Source: an optimization exercise on an open RTL-to-GDS flow (aim: small area and a short achievable clock period). Production flows keep margins and buffers that such runs may drop. At most, simulation tests tie the RTL to the original design; equivalence was not proved. Only the layout flow was run in runs 3 and 4; the RTL was not checked for function there. No activity file was given, so power comes from the tool's default toggle rates.

## flow/design.v (module list and top-level ports; edited modules follow where they fit)
// module mul_tree: 1878 lines
// module CPU: 225 lines
module CPU(clk, Reset, imem_addr, imem_data, dmem_addr, dmem_wdata, dmem_we, dmem_re,
           dmem_rdata, wb_we, wb_dest, wb_data);
  // ...
==> flow/flow/run.sh <==
#!/bin/bash
# Standard ORFS layout with stronger timing repair: repair_timing aims for
# extra setup slack and may swap cells across footprints; ports get buf_1
# buffers instead of the default delay-cell buffers; clock tree leaves drive
# sink clusters of up to 25 and no dummy loads are added; design repair aims
# closer to the slew and capacitance limits.
set -uo pipefail
bash standard.sh \
  SETUP_SLACK_MARGIN=7.4 \
  MATCH_CELL_FOOTPRINT=0 \
  "BUFFER_PORTS_ARGS=-buffer_cell sky130_fd_sc_hd__buf_1" \
  CAP_MARGIN=10 \
  SLEW_MARGIN=10 \
  "CTS_ARGS=-sink_clustering_enable -repair_clock_nets -dont_use_dummy_load -sink_clustering_size 25 -sink_clustering_max_diameter 80" \
  finish > standard.log 2>&1
==> flow/standard.sh <==
#!/bin/bash
# synth_recipe.tcl (not shown) runs the flow's synth.tcl, then flattens the netlist and writes it again
# the make line also repeats each setting of config.mk as NAME=value (left out here)
make -C /OpenROAD-flow-scripts/flow DESIGN_CONFIG=/design/flow/config.mk WORK_HOME=/design/flow/orfs CLKGATE_MAP_FILE= SYNTH_SCRIPT=/design/flow/synth_recipe.tcl "${@:-finish}"
==> flow/config.mk <==
export PLATFORM = sky130hd
export DESIGN_NAME = CPU
export DESIGN_NICKNAME = CPU
export VERILOG_FILES = /design/flow/design.v
export SDC_FILE = /design/flow/constraint.sdc
export NUM_CORES = 8
export LEC_CHECK = 0
export CAP_MARGIN = 20
export CORE_MARGIN = 2
export CORE_UTILIZATION = 40
export SLEW_MARGIN = 20
==> flow/constraint.sdc <==
create_clock -name core_clock -period 11.0 [get_ports {clk}]
set_input_delay 2.2000 -clock core_clock [delete_from_list [all_inputs] [get_ports {clk}]]
set_output_delay 2.2000 -clock core_clock [all_outputs]
set_load 0.01 [all_outputs]
==> results.txt, run 1 <==
Vias - 69,100
# diodes - 8
Multi-input combinational area share - 39.5%
Post-synthesis register bit count - 1,548
Top cells by count, synth - a22oi_1, edfxtp_1, dfxtp_1
M1 GR Usage - 47.4%
Post-CTS Resized - 736
Final Setup Violations - 0
I/O Buffers - 201
Detailed Place HPWL - 228 mm
Outcome - timing/DRC/antenna clean
Flop2flop setup slack - 7.19 ns
Final WL - 389 mm
Largest reg by FF count - rf
CP Cell Sequence - buf_6 > a22oi_1 > nand4_1 > nor4_4 > buf_4 > xnor2_1 > nand4_1 > nor4_4 > nand2_2 > mux2i_2 > nor2b_4 > buf_12 > clkbuf_16 > a211o_1 > a21oi_1
Initial Util - 40.2%
Critical path destination - pc[2]
Clock power frac - 19.2%
Mux contribution to synthesized area - 1.76%
Max cap viols - 0
Grt met2 use - 50.2%
Postcts setup bufs - 157
Synth Area in Compound Gates - 18.5%
Commonest non-fill, non-tap cells in the layout - a22oi_1, edfxtp_1, nand2_1
Total internal power - 0.0117 W
1st-iter DRT viols - 14,700
Comb power frac - 38.1%
Placed Area - 0.0844 mm^2
Detailed Routing Iterations Pass 1 - 17
Setup_tns - 0 ns
Max FFs per register - 992
Largest family of logic cells by synthesized area - compound AO/OA/AOI/OAI gates
==> run 2, diff against run 1 <==
==> flow/flow/run.sh (replaced) <==
#!/bin/bash
# Standard ORFS layout with stronger timing repair: repair_timing aims for
# extra setup slack and may swap cells across footprints; ports get buf_1
# buffers instead of the default delay-cell buffers; clock tree leaves drive
# sink clusters of up to 27 and no dummy loads are added; design repair aims
# closer to the slew and capacitance limits.
set -uo pipefail
bash standard.sh \
  SETUP_SLACK_MARGIN=7.4 \
  MATCH_CELL_FOOTPRINT=0 \
  "BUFFER_PORTS_ARGS=-buffer_cell sky130_fd_sc_hd__buf_1" \
  CAP_MARGIN=10 \
  SLEW_MARGIN=10 \
  "CTS_ARGS=-sink_clustering_enable -repair_clock_nets -dont_use_dummy_load -sink_clustering_size 27 -sink_clustering_max_diameter 80" \
  finish > standard.log 2>&1
==> run 2 against run 1 <==
Critical path depth unchanged. Synthesized area unchanged. Register-to-register slack improved by 0.02 ns. Sequential power is essentially flat. Routed wire length down 0.24%. Count of clock-buffer cells in the layout shrank 3. Non-clock buffer count down 22. First-iteration DRC count is 3.9% lower. Die area unchanged. Critical path type unchanged. Critical endpoint unchanged.
==> results.txt, run 2 <==
Final WL - 388 mm (-0.24%)
Critical path class - register to register
Hold Vio Cnt, Final - 0
Global route overflow - 0
Synth warn - 2
Outcome - timing/DRC/antenna clean
Largest reg by FF count - rf
Setup Skew - 0.140 ns
Commonest non-fill, non-tap cells in the layout - a22oi_1, edfxtp_1, nand2_1
Top Registers - rf: 992 flops, hs: 64 flops, hc: 63 flops
Clock Sinks - 1,548
Final WS setup - 7.21 ns
Dpl cells - 9,433
Layout fillers - 18,000
Min cycle time layout - 3.79 ns
Final slew viol count - 0
Detailed Routing Iterations Pass 1 - 12 (-5)
Synth Area in Compound Gates - 18.5% (unchanged)
Seq pwr share - 42.7%
Flop2flop setup slack - 7.21 ns (+0.02 ns)
Vias - 68,800 (-0.38%)
Antenna violations before repair - 29
Xor/xnor share of the synthesized area - 5.16%
HP Start - e_dest[4]
Pre-CTS setup slack - 6.34 ns
Placed Area - 0.0844 mm^2 (unchanged)
Top_reg_cell synth - edfxtp_1
Sequential share of the synthesized area - 52.7%
Worst hold path type - register to register
Most numerous cell in the Yosys netlist - a22oi_1
Largest family of logic cells by synthesized area - compound AO/OA/AOI/OAI gates
DRC Markers - 0
Fmax - 0.264 GHz
Switch Pwr - 0.00695 W
Die Y - 452 um
Ys async rst share - 0%
Clk slew on worst S/H paths - 0.10 ns
Pin count of the biggest net entering global routing - 107
Worst stage delay on the critical path - 0.49 ns
WP data arrival - 4.46 ns
Synth Cell Area - 0.0801 mm^2
DRT antenna net count - 0
Hold Buf Count CTS - 0
CTS Buf Count - 98
Max VDD drop - 0.207 mV
Slew @ Worst Pin - 1.18 ns
Clock power frac - 19.0% (-0.2 points)
CP delay by family, top - simple AND/OR/NAND/NOR gates
Switching share of total power - 37.3%
Vias per std cell - 7.04
Max cap viols - 0 (unchanged)
CTS tree - yes
Syn Nets - 7,342
Htree depth - 3
Synth Area in Simple Gates - 8.47%
# rows - 164
I/O Buffers - 201 (unchanged)
Post-route cell area - 0.0925 mm^2
Total internal power - 0.0117 W (-0.34%)
Mux contribution to synthesized area - 1.76% (unchanged)
Final core utilization - 46.4%
Setup_tns - 0 ns (unchanged)
Reg2reg start - sb[26]
Placer congestion estimate - 0.982
Die W - 452 um
GRT Total Usage - 36.5%
Layout cells sized above 1 - 17.6%
CP Cell Sequence - buf_8 > a22oi_1 > nand4_1 > nor4_4 > buf_6 > xnor2_1 > nand4_1 > nor4_4 > nand2_2 > mux2i_2 > nor2b_4 > buf_12 > clkbuf_16 > a211o_1 > a21oi_2
Top cells by count, synth - a22oi_1, edfxtp_1, dfxtp_1
Vias in the first global route - 64,800
Top cell type's share of synthesized area - 41.9%
Pleak - 33.3 nW
Synth unique cells - 100
Longest Clk Path Bufs - 3
Clk Latency, worst-skew pair - 0.83 ns
CP max FO - 22
Power per Cell Area - 201 mW/mm^2
Most common cell after layout, fill and taps aside - a22oi_1
Synthesized area per cell - 11.7 um^2
Ranking of synthesized cells by area - edfxtp_1, a22oi_1, dfxtp_1
1st-iter DRT viols - 14,200 (-3.9%)
Post-route insts no fill - 9,777
Root Driver - clkbuf_16
CP Buf/Inv Count - 4
Reg2reg end - pc[2]
IO Count - 202
Crit. End Element - register
Reg2reg path depth - 15
Final Setup Violations - 0 (unchanged)
Routed len/inst - 39.7 um
Syn-to-layout area delta - 15.5%
Area leader, netlist - edfxtp_1
Post-synthesis register bit count - 1,548 (unchanged)
Crit path launch type - register
Synth Area in Adders - 9.10%
Comb power frac - 38.3% (+0.2 points)
Slew HR - 21.6%
Initial Util - 40.2% (unchanged)
Min-Delay Endpoint - m_dest[4]
Mapped Cells - 6,849
Detailed Place HPWL - 228 mm (unchanged)
Slowest cell on crit path - dfxtp_4
Fin crit share - 34.5%
Max FFs per register - 992 (unchanged)
Unrepaired setup endpoints after global routing - true
Required @ worst endpoint - 11.67 ns
First-pass GRT wire length - 524 mm
EDFF count, synth - 1,119
Layout Nets - 7,607
Hold Crit Depth - 0
Core area - 0.199 mm^2
Total die area - 0.204 mm^2
-- run 2: cell types whose count changed in the layout (fill, tap and decap cells not counted), sizes merged --
cell      previous run  this run
diode                8         9
clkinvlp             2         1
clkinv               3         4
buf                634       621
clkbuf             158       146
-- run 2: power by group through the flow --
stage	combinational (W)	clock, W	sequential, W
final	0.00714	0.00354	0.00795
after global placement	0.00610	0	0.00803
after global routing	0.00775	0.00373	0.00795
after CTS	0.00659	0.00354	0.00790
after floorplan	0.00416	0	0.00762
after detailed placement	0.00624	0	0.00802
-- run 2: cells by family (layout without fill, tap and decap cells) --
family / after synthesis / in the layout
adders and majority gates: 427 / 427
xor gates and xnor gates: 472 / 472
and+or+nand+nor: 1343 / 1343
other: 0 / 9
muxes: 103 / 103
AOI/OAI and AO/OA: 2079 / 2079
buffers and inverters: 877 / 1140
DFF: 1548 / 1548
-- run 2: per-layer routing --
| layer | track usage (%) | routed length [um] | part of all wire [%] |
|---|---|---|---|
| met5 | 0.443 | 572 | 0.15 |
| met4 | 21.9 | 31200 | 8.0 |
| met3 | 15.5 | 66100 | 17 |
| met2 | 50.2 | 153000 | 40 |
| met1 | 47.6 | 137000 | 35 |
-- run 2: area by class of cell --
class | count | area (um^2) | share of cell area (%)
Sequential cell | 1548 | 42700 | 46.2
Clock buffer | 98 | 2450 | 2.65
Multi-Input combinational cell | 4424 | 36700 | 39.6
Inverter | 373 | 1400 | 1.52
Antenna cell | 9 | 22.5 | 0.0243
Tap cell | 2656 | 3320 | 3.59
Timing Repair Buffer | 669 | 5900 | 6.38
-- run 2: repair_timing --
item                       CTS  global route
pin swaps                  102           158
cloned                      16             7
resized for setup          704           234
setup buffers              140            74
setup endpoints to repair  237           124
-- run 2: worst max-delay path by stage --
stage                   start         to  slack, ns  cells after the start
global route           sb[22]     pc[18]       7.20                     16
detailed placement     sb[30]      pc[7]       6.34                     13
floorplan           w_dest[3]  rf[25][0]       7.09                      4
CTS                   cone[0]     hc[19]       7.29                     11
finish                 sb[26]      pc[2]       7.21                     15
global placement       sb[30]     pc[29]       6.34                     13
-- run 2: worst register-to-register path: stages, from the launching register on --
cell	delay (ns)
dfxtp_4	0.49
buf_8	0.30
a22oi_1	0.33
nand4_1	0.19
nor4_4	0.39
buf_6	0.22
xnor2_1	0.13
nand4_1	0.16
nor4_4	0.32
nand2_2	0.15
mux2i_2	0.26
nor2b_4	0.09
buf_12	0.15
clkbuf_16	0.17
a211o_1	0.24
a21oi_2	0.12
-- run 2: metrics by stage --
step / hold slack [ns] / power [W]
4_1_cts: 0.320 / 0.0180
5_1_grt: 0.317 / 0.0194
3_3_place_gp: 0.314 / 0.0141
2_1_floorplan: 0.310 / 0.0118
6_report: 0.315 / 0.0186
3_5_place_dp: 0.314 / 0.0143
==> module CPU, before the edit <==
module CPU(clk, Reset, imem_addr, imem_data, dmem_addr, dmem_wdata, dmem_we, dmem_re,
           dmem_rdata, wb_we, wb_dest, wb_data);
   input         Reset, clk;
   output [31:0] imem_addr;
   input [31:0]  imem_data;
   output [31:0] dmem_addr, dmem_wdata;
   output        dmem_we, dmem_re;
   input [31:0]  dmem_rdata;
   output        wb_we;
   output [4:0]  wb_dest;
   output [31:0] wb_data;
   integer       i;
   reg [31:0]    pc;
   reg [31:0]    ir;                  
   reg           idv;                 
   reg [31:1]    sa, sb;              
   reg           ba, bb;              
   reg           i_j, i_beq, i_bne;   
   reg [31:0]    e_a, e_b;            
   reg [15:0]    e_imm;
   reg [4:0]     e_sh, e_dest;
   reg           e_we, e_mr, e_mw, e_mult;
   reg           e_src, e_add, e_sub, e_and, e_or, e_slt, e_sll, e_srl, e_mfhi, e_mflo;
   reg [31:0]    m_res, m_sd;         
   reg [4:0]     m_dest;
   reg           m_we, m_mr, m_mw, m_mfhi, m_mflo;
   reg [31:0]    w_data;              
   reg [4:0]     w_dest;
   reg           w_we;
   reg           rclr;                
   reg [31:0]    ma;                  
   reg [7:0]     cneg, cone, ctwo;    
   reg [7:0]     lneg, lone, ltwo;    
   reg [63:0]    hs, hc;              
   reg           it2;                 
   reg           hz;                  
   reg [31:0]    rf [1:31];
   wire [4:0]    rs = ir[25:21];
   wire [4:0]    rt = ir[20:16];
   wire [4:0]    rd = ir[15:11];
   reg [31:0]    va, vb;
   always @(*) begin
      va = {32{ba}} & w_data;
      vb = {32{bb}} & w_data;
      for (i = 1; i < 32; i = i + 1) begin
         va = va | ({32{sa[i]}} & rf[i]);
         vb = vb | ({32{sb[i]}} & rf[i]);
      end
   end
   always @(posedge clk) begin
      for (i = 1; i < 32; i = i + 1)
        if (rclr || (w_we && w_dest == i))
          rf[i] <= rclr ? 32'd0 : w_data;
   end
   wire [5:0]    op = ir[31:26];
   wire [5:0]    fn = ir[5:0];
   wire          d_j    = op == 6'd2;
   wire          d_beq  = op == 6'd4;
   wire          d_bne  = op == 6'd5;
   wire          d_addi = op == 6'd8;
   wire          d_slti = op == 6'd10;
   wire          d_andi = op == 6'd12;
   wire          d_ori  = op == 6'd13;
   wire          d_lui  = op == 6'd15;
   wire          d_lw   = op == 6'd35;
   wire          d_sw   = op == 6'd43;
   wire          d_imm  = d_addi | d_slti | d_andi | d_ori | d_lui;
   wire          d_r    = ~(d_j | d_beq | d_bne | d_imm | d_lw | d_sw);
   wire          d_op0  = op == 6'd0;
   wire          f_add  = fn == 6'd32 || fn == 6'd33 || (!d_op0 && (fn == 6'd16 || fn == 6'd18));
   wire          f_sub  = fn == 6'd34 || fn == 6'd35;
   wire [4:0]    d_dest = d_r ? rd : rt;
   wire          d_we   = idv & (d_r | d_imm | d_lw) & (d_dest != 5'd0);
   wire          d_mult = idv & d_op0 & (fn == 6'd24);
   wire          eq     = va == vb;
   wire          jump   = idv & i_j;
   wire          br_eq  = idv & i_beq;    
   wire          br_ne  = idv & i_bne;    
   wire [31:0]   target = pc + {{16{ir[15]}}, ir[15:0]};
   wire [31:0]   seq    = jump ? {{6{ir[25]}}, ir[25:0]} : pc + 32'd1;
   wire [31:0]   pc_eq  = br_eq ? target : seq;
   wire [31:0]   pc_ne  = br_ne ? target : seq;
   wire [31:0]   pc_next = eq ? pc_eq : pc_ne;
   wire          redirect = eq ? (br_eq | jump) : (br_ne | jump);
   assign imem_addr = pc;
   wire [5:0]    f_op = imem_data[31:26];
   wire [4:0]    f_rs = imem_data[25:21];
   wire [4:0]    f_rt = imem_data[20:16];
   wire          f_wbe = ~Reset & m_we;      
   wire          f_ba = f_wbe && m_dest == f_rs;
   wire          f_bb = f_wbe && m_dest == f_rt;
   always @(posedge clk) begin
      ir <= imem_data;
      i_j <= f_op == 6'd2;
      i_beq <= f_op == 6'd4;
      i_bne <= f_op == 6'd5;
      ba <= f_ba;
      bb <= f_bb;
      for (i = 1; i < 32; i = i + 1) begin
         sa[i] <= ~f_ba && f_rs == i;
         sb[i] <= ~f_bb && f_rt == i;
      end
      if (Reset) begin
         pc <= 32'd0;
         idv <= 1'b0;
      end else begin
         pc <= pc_next;
         idv <= ~redirect;
      end
   end
   wire [32:0]   bx = {vb, 1'b0};
   reg [15:0]    bneg, bone, btwo;
   always @(*) begin
      for (i = 0; i < 16; i = i + 1) begin
         bone[i] = bx[2*i+1] ^ bx[2*i];
         btwo[i] = (bx[2*i+2] & ~bx[2*i+1] & ~bx[2*i]) | (~bx[2*i+2] & bx[2*i+1] & bx[2*i]);
         bneg[i] = bx[2*i+2] & ~(bx[2*i+1] & bx[2*i]);
      end
   end
   always @(posedge clk) begin
      e_a <= va;
      e_b <= vb;
      e_imm <= ir[15:0];
      e_sh <= d_lui ? 5'd16 : ir[10:6];
      e_dest <= d_dest;
      e_src <= ~d_r;
      e_add <= d_lw | d_sw | d_addi | (d_r & f_add);
      e_sub <= d_r & f_sub;
      e_and <= d_andi | (d_r & fn == 6'd36);
      e_or  <= d_ori | (d_r & fn == 6'd37);
      e_slt <= d_slti | (d_r & fn == 6'd42);
      e_sll <= d_lui | (d_r & fn == 6'd0);
      e_srl <= d_r & fn == 6'd2;
      e_mfhi <= d_op0 & fn == 6'd16;
      e_mflo <= d_op0 & fn == 6'd18;
      if (Reset) begin
         e_we <= 1'b0;
         e_mr <= 1'b0;
         e_mw <= 1'b0;
         e_mult <= 1'b0;
      end else begin
         e_we <= d_we;
         e_mr <= idv & d_lw;
         e_mw <= idv & d_sw;
         e_mult <= d_mult;
      end
   end
   wire [31:0]   b = e_src ? {{16{e_imm[15]}}, e_imm} : e_b;
   wire          sub = e_sub | e_slt;
   wire [31:0]   sum = e_a + (b ^ {32{sub}}) + {31'd0, sub};
   wire          lt = (e_a[31] ^ b[31]) ? e_a[31] : sum[31];
   reg [31:0]    brev, srev;
   wire [31:0]   sin = e_srl ? brev : b;
   wire [31:0]   sout = sin << e_sh;
   always @(*)
     for (i = 0; i < 32; i = i + 1) begin
        brev[i] = b[31-i];
        srev[i] = sout[31-i];
     end
   wire [31:0]   res = ({32{e_add | e_sub}} & sum)
                     | ({32{e_and}} & (e_a & b))
                     | ({32{e_or}} & (e_a | b))
                     | {31'd0, e_slt & lt}
                     | ({32{e_sll}} & sout)
                     | ({32{e_srl}} & srev);
   always @(posedge clk) begin
      m_res <= res;
      m_sd <= e_b;
      m_dest <= e_dest;
      m_mfhi <= e_mfhi;
      m_mflo <= e_mflo;
      if (Reset) begin
         m_we <= 1'b0;
         m_mr <= 1'b0;
         m_mw <= 1'b0;
      end else begin
         m_we <= e_we;
         m_mr <= e_mr;
         m_mw <= e_mw;
      end
   end
   wire [63:0]   ts, tc;
   mul_tree tree(.a(ma), .neg(cneg), .one(cone), .two(ctwo),
                 .accs(hs[47:0] & {48{it2}}), .accc(hc[47:0] & {48{it2}}),
                 .s(ts), .c(tc));
   always @(posedge clk) begin
      ma <= d_mult ? va : e_a;
      lneg <= bneg[7:0];
      lone <= bone[7:0];
      ltwo <= btwo[7:0];
      cneg <= d_mult ? bneg[15:8] : lneg;
      cone <= d_mult ? bone[15:8] : lone;
      ctwo <= d_mult ? btwo[15:8] : ltwo;
      if (e_mult | it2) begin
         hs <= ts;
         hc <= tc;
      end
      it2 <= ~Reset & e_mult & ~d_mult;
      if (Reset)
        hz <= 1'b1;
      else if (e_mult)
        hz <= 1'b0;
   end
   wire [63:0]   hilo = hs + hc;
   assign dmem_addr = m_res;
   assign dmem_wdata = m_sd;
   assign dmem_we = m_mw;
   assign dmem_re = m_mr;
   always @(posedge clk) begin
      rclr <= Reset;
      w_dest <= m_dest;
      w_we <= ~Reset & m_we;
      if (m_mr)
        w_data <= dmem_rdata;
      else if (m_mfhi)
        w_data <= hz ? 32'd0 : hilo[63:32];
      else if (m_mflo)
        w_data <= hz ? 32'd0 : hilo[31:0];
      else
        w_data <= m_res;
   end
   assign wb_we = w_we;
   assign wb_dest = w_dest;
   assign wb_data = w_data;
endmodule
==> run 3, diff against run 2 <==
--- a/flow/design.v
+++ b/flow/design.v
@@ -1902,7 +1902,9 @@
    reg [31:0]    m_res, m_sd;         
    reg [4:0]     m_dest;
    reg           m_we, m_mr, m_mw, m_mfhi, m_mflo;
+   reg           m_ld;                
    reg [31:0]    w_data;              
+   reg [31:0]    w_rfd;               
    reg [4:0]     w_dest;
    reg           w_we;
    reg           rclr;                
@@ -1918,8 +1920,8 @@
    wire [4:0]    rd = ir[15:11];
    reg [31:0]    va, vb;
    always @(*) begin
-      va = {32{ba}} & w_data;
-      vb = {32{bb}} & w_data;
+      va = {32{ba}} & w_rfd;
+      vb = {32{bb}} & w_rfd;
       for (i = 1; i < 32; i = i + 1) begin
          va = va | ({32{sa[i]}} & rf[i]);
          vb = vb | ({32{sb[i]}} & rf[i]);
@@ -1928,7 +1930,7 @@
    always @(posedge clk) begin
       for (i = 1; i < 32; i = i + 1)
         if (rclr || (w_we && w_dest == i))
-          rf[i] <= rclr ? 32'd0 : w_data;
+          rf[i] <= w_rfd;
    end
    wire [5:0]    op = ir[31:26];
    wire [5:0]    fn = ir[5:0];
@@ -2046,6 +2048,7 @@
       m_sd <= e_b;
       m_dest <= e_dest;
       m_mfhi <= e_mfhi;
+      m_ld <= e_mr;
       m_mflo <= e_mflo;
       if (Reset) begin
          m_we <= 1'b0;
@@ -2084,18 +2087,16 @@
    assign dmem_wdata = m_sd;
    assign dmem_we = m_mw;
    assign dmem_re = m_mr;
+   wire [31:0]   wsel = m_ld ? dmem_rdata
+                      : m_mfhi ? (hz ? 32'd0 : hilo[63:32])
+                      : m_mflo ? (hz ? 32'd0 : hilo[31:0])
+                      : m_res;
    always @(posedge clk) begin
       rclr <= Reset;
       w_dest <= m_dest;
       w_we <= ~Reset & m_we;
-      if (m_mr)
-        w_data <= dmem_rdata;
-      else if (m_mfhi)
-        w_data <= hz ? 32'd0 : hilo[63:32];
-      else if (m_mflo)
-        w_data <= hz ? 32'd0 : hilo[31:0];
-      else
-        w_data <= m_res;
+      w_data <= wsel;
+      w_rfd <= Reset ? 32'd0 : wsel;
    end
    assign wb_we = w_we;
    assign wb_dest = w_dest;
==> flow/flow/run.sh (replaced) <==
#!/bin/bash
# Standard ORFS layout with stronger timing repair: repair_timing aims for
# extra setup slack and may swap cells across footprints; ports get buf_2
# buffers instead of the default delay-cell buffers; clock tree leaves drive
# sink clusters of up to 25 and no dummy loads are added; design repair aims
# closer to the slew and capacitance limits.
set -uo pipefail
bash standard.sh \
  SETUP_SLACK_MARGIN=7.4 \
  MATCH_CELL_FOOTPRINT=0 \
  "BUFFER_PORTS_ARGS=-buffer_cell sky130_fd_sc_hd__buf_2" \
  CAP_MARGIN=10 \
  SLEW_MARGIN=10 \
  "CTS_ARGS=-sink_clustering_enable -repair_clock_nets -dont_use_dummy_load -sink_clustering_size 25 -sink_clustering_max_diameter 80" \
  finish > standard.log 2>&1
==> run 3 against run 2 <==
Still clean on timing, DRC and antenna. Synthesized area rose by 1.6%. Clock power is 1% lower. Non-clock buffer count grew 51. Hold slack better by 0.0067 ns. Sequential share of layout area shrank 0.68 points. Cell area is 2.8% higher. Total power rose by 4.6%. Routed wire length is 3.4% higher. Sequential power up 2%. Fmax shrank 1.5%. Die area is 1.6% higher. Via count rose by 2.2%. Critical endpoint is now pc[4]. Largest power group unchanged.
==> results.txt, run 3 <==
Detailed Routing Iterations Pass 1 - 15 (+3)
Most numerous cell in the Yosys netlist - a22oi_1
Final slew viol count - 0 (unchanged)
Sequential Area - 0.0433 mm^2 (+1.3%)
Root Driver - clkbuf_16
Vias - 70,300 (+2.2%)
Synth Area in Simple Gates - 8.71% (+0.24 points)
Total internal power - 0.0121 W (+3.6%)
Power per Cell Area - 205 mW/mm^2 (+1.8%)
Placer congestion estimate - 0.997 (+1.5%)
EDFF count, synth - 1,119 (unchanged)
IO Count - 202 (unchanged)
First-pass GRT wire length - 530 mm (+1.2%)
DRT antenna net count - 0 (unchanged)
Top cell type's share of synthesized area - 41.3% (-0.67 points)
Critical path destination - pc[4]
Initial Util - 40.2% (+0.078 points)
Clock power frac - 18.0% (-1.0 points)
Syn-to-layout area delta - 16.8%
Reg2reg start - sa[4]
Final total power - 0.0195 W (+4.6%)
Reg2reg end - pc[4]
CTS Buf Count - 96 (-2.0%)
Htree depth - 3 (unchanged)
Seq pwr share - 41.5% (-1.2 points)
Longest Clk Path Bufs - 3 (unchanged)
Mux contribution to synthesized area - 2.32% (+0.56 points)
Reg2reg path depth - 15 (unchanged)
Ys async rst share - 0% (unchanged)
Crit. End Element - register
Clk Latency, worst-skew pair - 0.82 ns (about the same)
1st-iter DRT viols - 15,500 (+9.3%)
Top cells by count, synth - a22oi_1, edfxtp_1, dfxtp_1
Slew @ Worst Pin - 1.22 ns (+0.0443 ns)
CTS tree - yes
Total die area - 0.207 mm^2 (+1.6%)
Synth Area in Adders - 8.95% (-0.15 points)
Global route overflow - 0 (unchanged)
Unrepaired setup endpoints after global routing - true
Min cycle time layout - 3.85 ns (+0.0559 ns)
Sequential share of the synthesized area - 52.6% (about the same)
Xor/xnor share of the synthesized area - 4.96% (-0.20 points)
Multi-input logic area - 0.0376 mm^2 (+2.7%)
Switching share of total power - 37.9% (+0.61 points)
Top_reg_cell synth - edfxtp_1
Layout fillers - 18,100 (+0.41%)
Layout Nets - 7,753 (+1.9%)
Top Registers - rf: 992 flops, hs: 64 flops, hc: 63 flops
DRC Markers - 0 (unchanged)
Clock Sinks - 1,581 (+2.1%)
Required @ worst endpoint - 11.63 ns (-0.04 ns)
Final WS setup - 7.15 ns (-0.0559 ns)
Antenna violations before repair - 21 (-28%)
Final core utilization - 47.0% (+0.63 points)
Clk slew on worst S/H paths - 0.10 ns (about the same)
Synth unique cells - 89 (-11%)
Post-synthesis register bit count - 1,581 (+2.1%)
Max FFs per register - 992 (unchanged)
Area leader, netlist - edfxtp_1
# rows - 165 (+0.61%)
Pin count of the biggest net entering global routing - 107 (unchanged)
Die W - 455 um (+0.81%)
Most common cell after layout, fill and taps aside - a22oi_1
Synthesized area per cell - 11.7 um^2 (+0.13%)
Pre-CTS setup slack - 5.95 ns (-0.386 ns)
Pleak - 34.7 nW (+4.3%)
Flop2flop setup slack - 7.15 ns (-0.06 ns)
Setup_tns - 0 ns (unchanged)
Layout cells sized above 1 - 21.1% (+3.6 points)
Hold Vio Cnt, Final - 0 (unchanged)
Slew HR - 18.3% (-3.3 points)
CP max FO - 18 (-18%)
Max VDD drop - 0.216 mV (+4.1%)
Worst setup path start - sa[4]
Critical path class - register to register
GRT Total Usage - 36.7% (+0.14 points)
Final WL - 401 mm (+3.4%)
Crit path launch type - register
Vias per std cell - 7.06 (+0.27%)
Outcome - timing/DRC/antenna clean
WP data arrival - 4.47 ns (about the same)
Fmax - 0.260 GHz (-1.5%)
Commonest non-fill, non-tap cells in the layout - a22oi_1, edfxtp_1, nand2_1
Setup Skew - 0.129 ns (-0.0106 ns)
Vias in the first global route - 65,500 (+1.0%)
Largest reg by FF count - rf
Worst hold path type - register to register
Final Setup Violations - 0 (unchanged)
Mapped Cells - 6,952 (+1.5%)
Detailed Place HPWL - 238 mm (+4.4%)
Routed len/inst - 40.3 um (+1.4%)
Comb power frac - 40.5% (+2.2 points)
Synth Area in Compound Gates - 18.2% (-0.35 points)
Die Y - 455 um (+0.81%)
Largest family of logic cells by synthesized area - compound AO/OA/AOI/OAI gates
Core area - 0.202 mm^2 (+1.4%)
Ranking of synthesized cells by area - edfxtp_1, a22oi_1, dfxtp_1
Syn Nets - 7,445 (+1.4%)
Max cap viols - 0 (unchanged)
Synth warn - 2 (unchanged)
Fin crit share - 35.0% (+0.51 points)
I/O Buffers - 201 (unchanged)
Switch Pwr - 0.00739 W (+6.4%)
Synth Cell Area - 0.0814 mm^2 (+1.6%)
run 3: how the worst min path moves through the flow:
stage / from / end / slack, ns / cells after the start
after floorplan: e_dest[0] / m_dest[0] / 0.31 / 0
after global placement: e_dest[0] / m_dest[0] / 0.31 / 0
after detailed placement: e_dest[4] / m_dest[4] / 0.31 / 0
after CTS: e_mflo / m_mflo / 0.32 / 0
after global routing: e_mflo / m_mflo / 0.30 / 0
final: e_mflo / m_mflo / 0.32 / 0
run 3: critical path: stages (launching register included):
cell	delay, ns
dfxtp_4	0.42
buf_8	0.23
a22oi_1	0.23
nand4_1	0.18
nor4_2	0.39
buf_4	0.27
xor2_1	0.14
nor4_2	0.30
nand4_1	0.26
nor2_4	0.28
mux2i_4	0.38
buf_6	0.15
buf_12	0.11
clkbuf_16	0.15
a211o_1	0.09
a21oi_1	0.05
run 3: kinds of logic after synthesis:
| family | Yosys count |
|---|---|
| buffers and inverters | 885 |
| and+or+nand+nor | 1389 |
| muxes | 139 |
| adders and majority gates | 427 |
| DFF | 1581 |
| xor gates and xnor gates | 461 |
| AOI/OAI and AO/OA | 2070 |
run 3: what timing repair did:
action	in CTS	in global routing
pin swaps	137	174
setup endpoints to repair	225	140
gates cloned	14	17
resized for setup	671	290
setup buffers	157	125
hold endpoints to repair	0	0
hold buffers	0	0
run 3: metrics by stage:
stage	cells	hold slack [ns]	instance area [um^2]
2_1_floorplan	6952	0.310	81600
4_1_cts	9788	0.325	92300
5_1_grt	9951	0.304	95100
3_5_place_dp	9521	0.314	85800
6_report	9963	0.321	95100
3_3_place_gp	9521	0.311	85800
run 3: layout make-up:
class,instances,area share [%]
flip-flops and latches,1581,45.5
well taps,2672,3.52
clock buffers,96,2.53
multi-input cells,4486,39.6
repair buffers,720,7.28
inverters,375,1.48
diodes,33,0.0868
run 3: layer usage:
layer	global-route usage [%]	wire, um	vias up
met4	26.2	38900	16
met1	45.0	138000	34300
li1	-	-	27000
met3	13.6	58700	2180
met5	0.689	197	-
met2	53.0	166000	6766
run 3: power by group through the flow:
stage / sequential [W] / combinational, W / clock [W]
CTS: 0.00807 / 0.00745 / 0.00351
detailed placement: 0.00820 / 0.00703 / 0
global route: 0.00809 / 0.00846 / 0.00369
global placement: 0.00822 / 0.00696 / 0
floorplan: 0.00779 / 0.00415 / 0
finish: 0.00810 / 0.00790 / 0.00350
==> run 4, diff against run 3 <==
--- a/flow/design.v
+++ b/flow/design.v
@@ -1907,29 +1907,26 @@
    reg [31:0]    w_rfd;               
    reg [4:0]     w_dest;
    reg           w_we;
-   reg           rclr;                
+   reg [31:1]    wen;                 
    reg [31:0]    ma;                  
    reg [7:0]     cneg, cone, ctwo;    
    reg [7:0]     lneg, lone, ltwo;    
    reg [63:0]    hs, hc;              
-   reg           it2;                 
+   reg           p2;                  
    reg           hz;                  
    reg [31:0]    rf [1:31];
    wire [4:0]    rs = ir[25:21];
    wire [4:0]    rt = ir[20:16];
    wire [4:0]    rd = ir[15:11];
-   reg [31:0]    va, vb;
-   always @(*) begin
-      va = {32{ba}} & w_rfd;
-      vb = {32{bb}} & w_rfd;
-      for (i = 1; i < 32; i = i + 1) begin
-         va = va | ({32{sa[i]}} & rf[i]);
-         vb = vb | ({32{sb[i]}} & rf[i]);
-      end
-   end
+   reg [991:0]   rfv;                 
+   always @(*)
+     for (i = 1; i < 32; i = i + 1)
+       rfv[32*i-32 +: 32] = rf[i];
+   wire [31:0]   va, vb, pc_next;
+   wire          redirect;
    always @(posedge clk) begin
       for (i = 1; i < 32; i = i + 1)
-        if (rclr || (w_we && w_dest == i))
+        if (wen[i])
           rf[i] <= w_rfd;
    end
    wire [5:0]    op = ir[31:26];
@@ -1949,19 +1946,13 @@
    wire          d_op0  = op == 6'd0;
    wire          f_add  = fn == 6'd32 || fn == 6'd33 || (!d_op0 && (fn == 6'd16 || fn == 6'd18));
    wire          f_sub  = fn == 6'd34 || fn == 6'd35;
+   wire          d_subm = (d_r & f_sub) | d_slti | (d_r & fn == 6'd42);
    wire [4:0]    d_dest = d_r ? rd : rt;
    wire          d_we   = idv & (d_r | d_imm | d_lw) & (d_dest != 5'd0);
    wire          d_mult = idv & d_op0 & (fn == 6'd24);
-   wire          eq     = va == vb;
-   wire          jump   = idv & i_j;
-   wire          br_eq  = idv & i_beq;    
-   wire          br_ne  = idv & i_bne;    
-   wire [31:0]   target = pc + {{16{ir[15]}}, ir[15:0]};
-   wire [31:0]   seq    = jump ? {{6{ir[25]}}, ir[25:0]} : pc + 32'd1;
-   wire [31:0]   pc_eq  = br_eq ? target : seq;
-   wire [31:0]   pc_ne  = br_ne ? target : seq;
-   wire [31:0]   pc_next = eq ? pc_eq : pc_ne;
-   wire          redirect = eq ? (br_eq | jump) : (br_ne | jump);
+   idread idr(.rfv(rfv), .sa(sa), .sb(sb), .ba(ba), .bb(bb), .wd(w_rfd),
+              .pc(pc), .ir(ir[25:0]), .idv(idv), .i_beq(i_beq), .i_bne(i_bne), .i_j(i_j),
+              .va(va), .vb(vb), .pc_next(pc_next), .redirect(redirect));
    assign imem_addr = pc;
    wire [5:0]    f_op = imem_data[31:26];
    wire [4:0]    f_rs = imem_data[25:21];
@@ -1999,8 +1990,8 @@
    end
    always @(posedge clk) begin
       e_a <= va;
-      e_b <= vb;
-      e_imm <= ir[15:0];
+      e_b <= vb ^ {32{d_subm}};       
+      e_imm <= ir[15:0] ^ {16{d_subm}};
       e_sh <= d_lui ? 5'd16 : ir[10:6];
       e_dest <= d_dest;
       e_src <= ~d_r;
@@ -2025,24 +2016,10 @@
          e_mult <= d_mult;
       end
    end
-   wire [31:0]   b = e_src ? {{16{e_imm[15]}}, e_imm} : e_b;
-   wire          sub = e_sub | e_slt;
-   wire [31:0]   sum = e_a + (b ^ {32{sub}}) + {31'd0, sub};
-   wire          lt = (e_a[31] ^ b[31]) ? e_a[31] : sum[31];
-   reg [31:0]    brev, srev;
-   wire [31:0]   sin = e_srl ? brev : b;
-   wire [31:0]   sout = sin << e_sh;
-   always @(*)
-     for (i = 0; i < 32; i = i + 1) begin
-        brev[i] = b[31-i];
-        srev[i] = sout[31-i];
-     end
-   wire [31:0]   res = ({32{e_add | e_sub}} & sum)
-                     | ({32{e_and}} & (e_a & b))
-                     | ({32{e_or}} & (e_a | b))
-                     | {31'd0, e_slt & lt}
-                     | ({32{e_sll}} & sout)
-                     | ({32{e_srl}} & srev);
+   wire [31:0]   res;
+   alu32 alu(.a(e_a), .bq(e_b), .imm(e_imm), .src(e_src), .sh(e_sh),
+             .op_add(e_add), .op_sub(e_sub), .op_and(e_and), .op_or(e_or),
+             .op_slt(e_slt), .op_sll(e_sll), .op_srl(e_srl), .res(res));
    always @(posedge clk) begin
       m_res <= res;
       m_sd <= e_b;
@@ -2060,6 +2037,7 @@
          m_mw <= e_mw;
       end
    end
+   wire          it2 = p2 & ~e_mult;
    wire [63:0]   ts, tc;
    mul_tree tree(.a(ma), .neg(cneg), .one(cone), .two(ctwo),
                  .accs(hs[47:0] & {48{it2}}), .accc(hc[47:0] & {48{it2}}),
@@ -2076,23 +2054,22 @@
          hs <= ts;
          hc <= tc;
       end
-      it2 <= ~Reset & e_mult & ~d_mult;
+      p2 <= ~Reset & e_mult;
       if (Reset)
         hz <= 1'b1;
       else if (e_mult)
         hz <= 1'b0;
    end
-   wire [63:0]   hilo = hs + hc;
    assign dmem_addr = m_res;
    assign dmem_wdata = m_sd;
    assign dmem_we = m_mw;
    assign dmem_re = m_mr;
-   wire [31:0]   wsel = m_ld ? dmem_rdata
-                      : m_mfhi ? (hz ? 32'd0 : hilo[63:32])
-                      : m_mflo ? (hz ? 32'd0 : hilo[31:0])
-                      : m_res;
+   wire [31:0]   wsel;
+   wbsel wbs(.hs(hs), .hc(hc), .hz(hz), .ld(m_ld), .mfhi(m_mfhi), .mflo(m_mflo),
+             .rdata(dmem_rdata), .res(m_res), .wsel(wsel));
    always @(posedge clk) begin
-      rclr <= Reset;
+      for (i = 1; i < 32; i = i + 1)
+        wen[i] <= Reset | (m_we && m_dest == i);
       w_dest <= m_dest;
       w_we <= ~Reset & m_we;
       w_data <= wsel;
@@ -2102,3 +2079,69 @@
    assign wb_dest = w_dest;
    assign wb_data = w_data;
 endmodule
+module idread(rfv, sa, sb, ba, bb, wd, pc, ir, idv, i_beq, i_bne, i_j,
+              va, vb, pc_next, redirect);
+   input [991:0] rfv;
+   input [31:1]  sa, sb;
+   input         ba, bb;
+   input [31:0]  wd, pc;
+   input [25:0]  ir;
+   input         idv, i_beq, i_bne, i_j;
+   output reg [31:0] va, vb;
+   output [31:0] pc_next;
+   output        redirect;
+   integer       i;
+   always @(*) begin
+      va = {32{ba}} & wd;
+      vb = {32{bb}} & wd;
+      for (i = 1; i < 32; i = i + 1) begin
+         va = va | ({32{sa[i]}} & rfv[32*i-32 +: 32]);
+         vb = vb | ({32{sb[i]}} & rfv[32*i-32 +: 32]);
+      end
+   end
+   wire          eq     = va == vb;
+   wire          taken  = idv & ((i_beq & eq) | (i_bne & ~eq));
+   wire          jump   = idv & i_j;
+   wire [31:0]   target = pc + {{16{ir[15]}}, ir[15:0]};
+   assign pc_next = taken ? target : jump ? {{6{ir[25]}}, ir[25:0]} : pc + 32'd1;
+   assign redirect = taken | jump;
+endmodule
+module alu32(a, bq, imm, src, sh, op_add, op_sub, op_and, op_or, op_slt, op_sll, op_srl, res);
+   input [31:0]  a, bq;
+   input [15:0]  imm;
+   input         src;
+   input [4:0]   sh;
+   input         op_add, op_sub, op_and, op_or, op_slt, op_sll, op_srl;
+   output [31:0] res;
+   integer       i;
+   wire [31:0]   b = src ? {{16{imm[15]}}, imm} : bq;
+   wire          sub = op_sub | op_slt;
+   wire [32:0]   sum1 = {a, 1'b1} + {b, sub};    
+   wire [31:0]   sum = sum1[32:1];
+   wire          lt = (a[31] ^ ~b[31]) ? a[31] : sum[31];
+   reg [31:0]    brev, srev;
+   wire [31:0]   sin = op_srl ? brev : b;
+   wire [31:0]   sout = sin << sh;
+   always @(*)
+     for (i = 0; i < 32; i = i + 1) begin
+        brev[i] = b[31-i];
+        srev[i] = sout[31-i];
+     end
+   assign res = ({32{op_add | op_sub}} & sum)
+              | ({32{op_and}} & (a & b))
+              | ({32{op_or}} & (a | b))
+              | {31'd0, op_slt & lt}
+              | ({32{op_sll}} & sout)
+              | ({32{op_srl}} & srev);
+endmodule
+module wbsel(hs, hc, hz, ld, mfhi, mflo, rdata, res, wsel);
+   input [63:0]  hs, hc;
+   input         hz, ld, mfhi, mflo;
+   input [31:0]  rdata, res;
+   output [31:0] wsel;
+   wire [63:0]   hilo = hs + hc;
+   assign wsel = ld ? rdata
+               : mfhi ? (hz ? 32'd0 : hilo[63:32])
+               : mflo ? (hz ? 32'd0 : hilo[31:0])
+               : res;
+endmodule
==> flow/flow/run.sh (replaced) <==
#!/bin/bash
# Standard ORFS layout with stronger timing repair: repair_timing aims for
# extra setup slack and may swap cells across footprints; ports get buf_2
# buffers instead of the default delay-cell buffers; clock tree leaves drive
# sink clusters of up to 20 and no dummy loads are added.
set -uo pipefail
bash standard.sh \
  SETUP_SLACK_MARGIN=7.3 \
  MATCH_CELL_FOOTPRINT=0 \
  SYNTH_HIERARCHICAL=1 \
  "BUFFER_PORTS_ARGS=-buffer_cell sky130_fd_sc_hd__buf_2" \
  CORE_UTILIZATION=45 \
  "CTS_ARGS=-sink_clustering_enable -repair_clock_nets -dont_use_dummy_load -sink_clustering_size 20 -sink_clustering_max_diameter 60" \
  finish > standard.log 2>&1
==> run 4 against run 3 <==
Synthesized area is 6.4% higher. Critical path depth shrank 3. Final cell count down 0.58%. Clock skew decreased by 0.019 ns. Synthesized cell count up 4.6%. Critical path type unchanged. Critical endpoint is now pc[10].
==> results.txt, run 4 <==
Routed len/inst - 40.1 um (-0.45%)
Layout cells sized above 1 - 21.7% (+0.62 points)
Initial Util - 45.1% (+4.9 points)
Critical path destination - pc[10]
Hold Vio Cnt, Final - 0 (unchanged)
Top Registers - rf: 992 flops, hc: 64 flops, hs: 64 flops
Min cycle time layout - 4.03 ns (+0.180 ns)
Critical path class - register to register
Die Y - 443 um (-2.7%)
Layout Nets - 7,887 (+1.7%)
Mapped Cells - 7,270 (+4.6%)
Synth unique cells - 112 (+26%)
1st-iter DRT viols - 15,200 (-2.0%)
Ys async rst share - 0% (unchanged)
Ranking of synthesized cells by area - edfxtp_1, dfxtp_1, a22oi_1
Commonest non-fill, non-tap cells in the layout - a22oi_1, edfxtp_1, inv_1
First-pass GRT wire length - 528 mm (-0.33%)
Setup_tns - 0 ns (unchanged)
Power per Cell Area - 210 mW/mm^2 (+2.5%)
Crit path launch type - register
GRT Total Usage - 38.5% (+1.8 points)
Synth Cell Area - 0.0866 mm^2 (+6.4%)
HP Start - e_dest[0]
Fin crit share - 36.6% (+1.6 points)
Most common cell after layout, fill and taps aside - a22oi_1
CTS tree - yes
Vias in the first global route - 66,400 (+1.4%)
Longest Clk Path Bufs - 3 (unchanged)
Outcome - timing/DRC/antenna clean
# rows - 161 (-2.4%)
Syn-to-layout area delta - 12.1%
Multi-input logic area - 0.0396 mm^2 (+5.2%)
WP data arrival - 4.68 ns (+0.21 ns)
Hold WS - 0.331 ns (+0.00939 ns)
Flop2flop setup slack - 6.97 ns (-0.18 ns)
Die W - 443 um (-2.7%)
Root Driver - clkbuf_16
Final core utilization - 50.6% (+3.6 points)
Max cap viols - 0 (unchanged)
DRC Markers - 0 (unchanged)
Vias - 71,000 (+1.0%)
CP max FO - 32 (+14)
Most numerous cell in the Yosys netlist - a22oi_1
Crit. End Element - register
CTS Buf Count - 139 (+45%)
Syn Nets - 7,797 (+4.7%)
Slew HR - 21.5% (+3.2 points)
Max VDD drop - 0.256 mV (+19%)
IO Count - 202 (unchanged)
I/O Buffers - 201 (unchanged)
Vias per std cell - 7.17 (+1.6%)
Clk Latency, worst-skew pair - 0.84 ns (+0.02 ns)
Layout fillers - 16,700 (-7.7%)
Synthesized area per cell - 11.9 um^2 (+1.8%)
Worst hold path type - register to register
Required @ worst endpoint - 11.65 ns (+0.02 ns)
Reg2reg end - pc[10]
Top cells by count, synth - a22oi_1, edfxtp_1, dfxtp_1
Antenna violations before repair - 25 (+19%)
Detailed Place HPWL - 226 mm (-5.0%)
Final Setup Violations - 0 (unchanged)
Detailed Routing Iterations Pass 1 - 9 (-6)
Synth warn - 10 (+8)
Sequential share of the synthesized area - 50.2% (-2.4 points)
Global route overflow - 0 (unchanged)
Post-route insts no fill - 9,905 (-0.58%)
Clock Sinks - 1,614 (+2.1%)
Largest reg by FF count - rf
Top cell type's share of synthesized area - 38.8% (-2.4 points)
Htree depth - 4 (+1)
EDFF count, synth - 1,120 (+0.089%)
Reg2reg start - sa[15]
Placer congestion estimate - 0.969 (-2.8%)
Reg2reg path depth - 12 (-3)
Top_reg_cell synth - edfxtp_1
Area leader, netlist - edfxtp_1
Setup Skew - 0.110 ns (-0.0192 ns)
Pin count of the biggest net entering global routing - 72 (-33%)
Sequential Area - 0.0438 mm^2 (+1.2%)
Unrepaired setup endpoints after global routing - true
Total die area - 0.196 mm^2 (-5.4%)
Final slew viol count - 0 (unchanged)
Pleak - 35.6 nW (+2.5%)
DRT antenna net count - 0 (unchanged)
Max FFs per register - 992 (unchanged)
Slew @ Worst Pin - 1.18 ns (-0.0438 ns)
Dpl cells - 9,542 (+0.22%)
Worst setup path start - sa[15]
Final WL - 397 mm (-1.0%)
Fmax - 0.248 GHz (-4.5%)
Post-synthesis register bit count - 1,614 (+2.1%)
Clk slew on worst S/H paths - 0.08 ns (-0.02 ns)
Core area - 0.192 mm^2 (-5.1%)
run 4: changes by cell type after synthesis, sizes merged, moves of 51 or more:
| cell | delta |
|---|---|
| and2 | +79 |
| nor2 | -51 |
| buf | +268 |
| nand2 | -150 |
| nor2b | +59 |
| clkbuf | -151 |
| mux2i | +89 |
| inv | +78 |
| or4 | +57 |
| nor4 | -69 |
| a22oi | -54 |
run 4: stage by stage:
| step | worst slack [ns] | cell area [um^2] | power [W] |
|---|---|---|---|
| after detailed placement | 6.05 | 88500 | 0.0153 |
| after global placement | 5.96 | 88400 | 0.0152 |
| final | 6.97 | 97100 | 0.0204 |
| after global routing | 6.97 | 97100 | 0.0212 |
| after CTS | 7.05 | 94600 | 0.0200 |
| after floorplan | 7.16 | 86700 | 0.0145 |
run 4: logic make-up after synthesis:
kind of cell	Yosys count	share of synthesized area (%)
other	1	0.00433
adders and majority gates	461	8.93
buffers and inverters	1081	6.44
xor gates and xnor gates	480	4.85
AOI/OAI and AO/OA	2050	17.4
muxes	274	3.99
DFF	1614	50.2
and+or+nand+nor	1309	8.13
run 4: how the worst min path moves through the flow:
stage,end,slack (ns),depth (start not counted)
after floorplan,m_dest[0],0.31,0
after global placement,m_dest[2],0.31,0
after detailed placement,m_dest[4],0.31,0
after CTS,m_dest[0],0.33,0
after global routing,m_dest[4],0.34,0
final,m_dest[0],0.33,0
run 4: metal layers:
| metal | routed length [um] | global-route usage, % |
|---|---|---|
| met5 | 133 | 0.562 |
| met4 | 36500 | 25.8 |
| met3 | 60000 | 14.7 |
| met2 | 163000 | 54.9 |
| met1 | 138000 | 48.2 |
run 4: critical path, cell delays in order (launching register included):
cell and delay, ns:
dfxtp_2 0.32, buf_6 0.22, a22oi_1 0.29, nand4_1 0.20, or4_4 0.71, xor2_1 0.20, nor4_1 0.32, nand4_1 0.20
nor2_4 0.28, mux2i_4 0.33, buf_12 0.17, mux2_4 0.30, nor2b_4 0.12
run 4: Yosys stat by module, one instance, submodules excluded:
module | area, um^2 | copies in the design
CPU | 48000 | 1
idread | 13600 | 1
mul_tree | 13500 | 1
alu32 | 6710 | 1
wbsel | 4780 | 1
run 4: cell type report:
type / count / share of cell area [%]
inverters: 453 / 1.80
multi-input cells: 4575 / 40.8
repair buffers: 576 / 5.40
diodes: 21 / 0.0541
well taps: 2526 / 3.25
repair inverters: 1 / 0.00515
clock buffers: 139 / 3.58
flip-flops and latches: 1614 / 45.1
run 4: timing repair:
item | CTS | global route
gates cloned | 12 | 11
pin swaps | 138 | 144
hold buffers | 0 | 0
gates resized for setup | 576 | 288
buffers inserted | 70 | 110
endpoints found under the setup margin | 203 | 140
run 4: report_power, final:
| part | internal, W | switching, W |
|---|---|---|
| clock | 0.00221 | 0.00214 |
| sequential | 0.00756 | 0.000646 |
| combinational | 0.00313 | 0.00471 |
| total | 0.0129 | 0.00750 |

[separate check: timing with driven ports]
No port has a modelled driver above. Below, the same layouts with a new extraction and two added sets of constraints.
Step 1 (the two cells are an assumption about what drives the block):
set clk [get_ports {clk}]
set_driving_cell -lib_cell sky130_fd_sc_hd__clkbuf_16 $clk
set_driving_cell -lib_cell sky130_fd_sc_hd__buf_2 [delete_from_list [all_inputs] $clk]
Step 2, shift: input delay + t, output delay - t, t = (earliest + latest rising clock arrival at the registers) / 2. This alone moves slack from input paths to output paths.
Three values: no drivers, after step 1, after step 2; two values: the first two.
| run | t (ns) | setup slack, ns | worst setup path at the end | clock arrival spread, ns |
|---|---|---|---|---|
| run 1 | 0.853 | 7.186 / 7.186 / 6.674 | input to register | 0.172 / 0.173 |
| run 2 | 0.849 | 7.210 / 7.210 / 6.778 | input to register | 0.148 / 0.148 |
| run 3 | 0.841 | 7.154 / 7.154 / 6.634 | input to register | 0.142 / 0.141 |
| run 4 | 0.879 | 6.973 / 6.973 / 6.695 | input to register | 0.119 / 0.119 |
After both steps setup and hold are still met in every run listed. For run 3, which loses most, drivers alone change the setup slack by 0.000 ns; drivers and shift together by -0.520 ns.
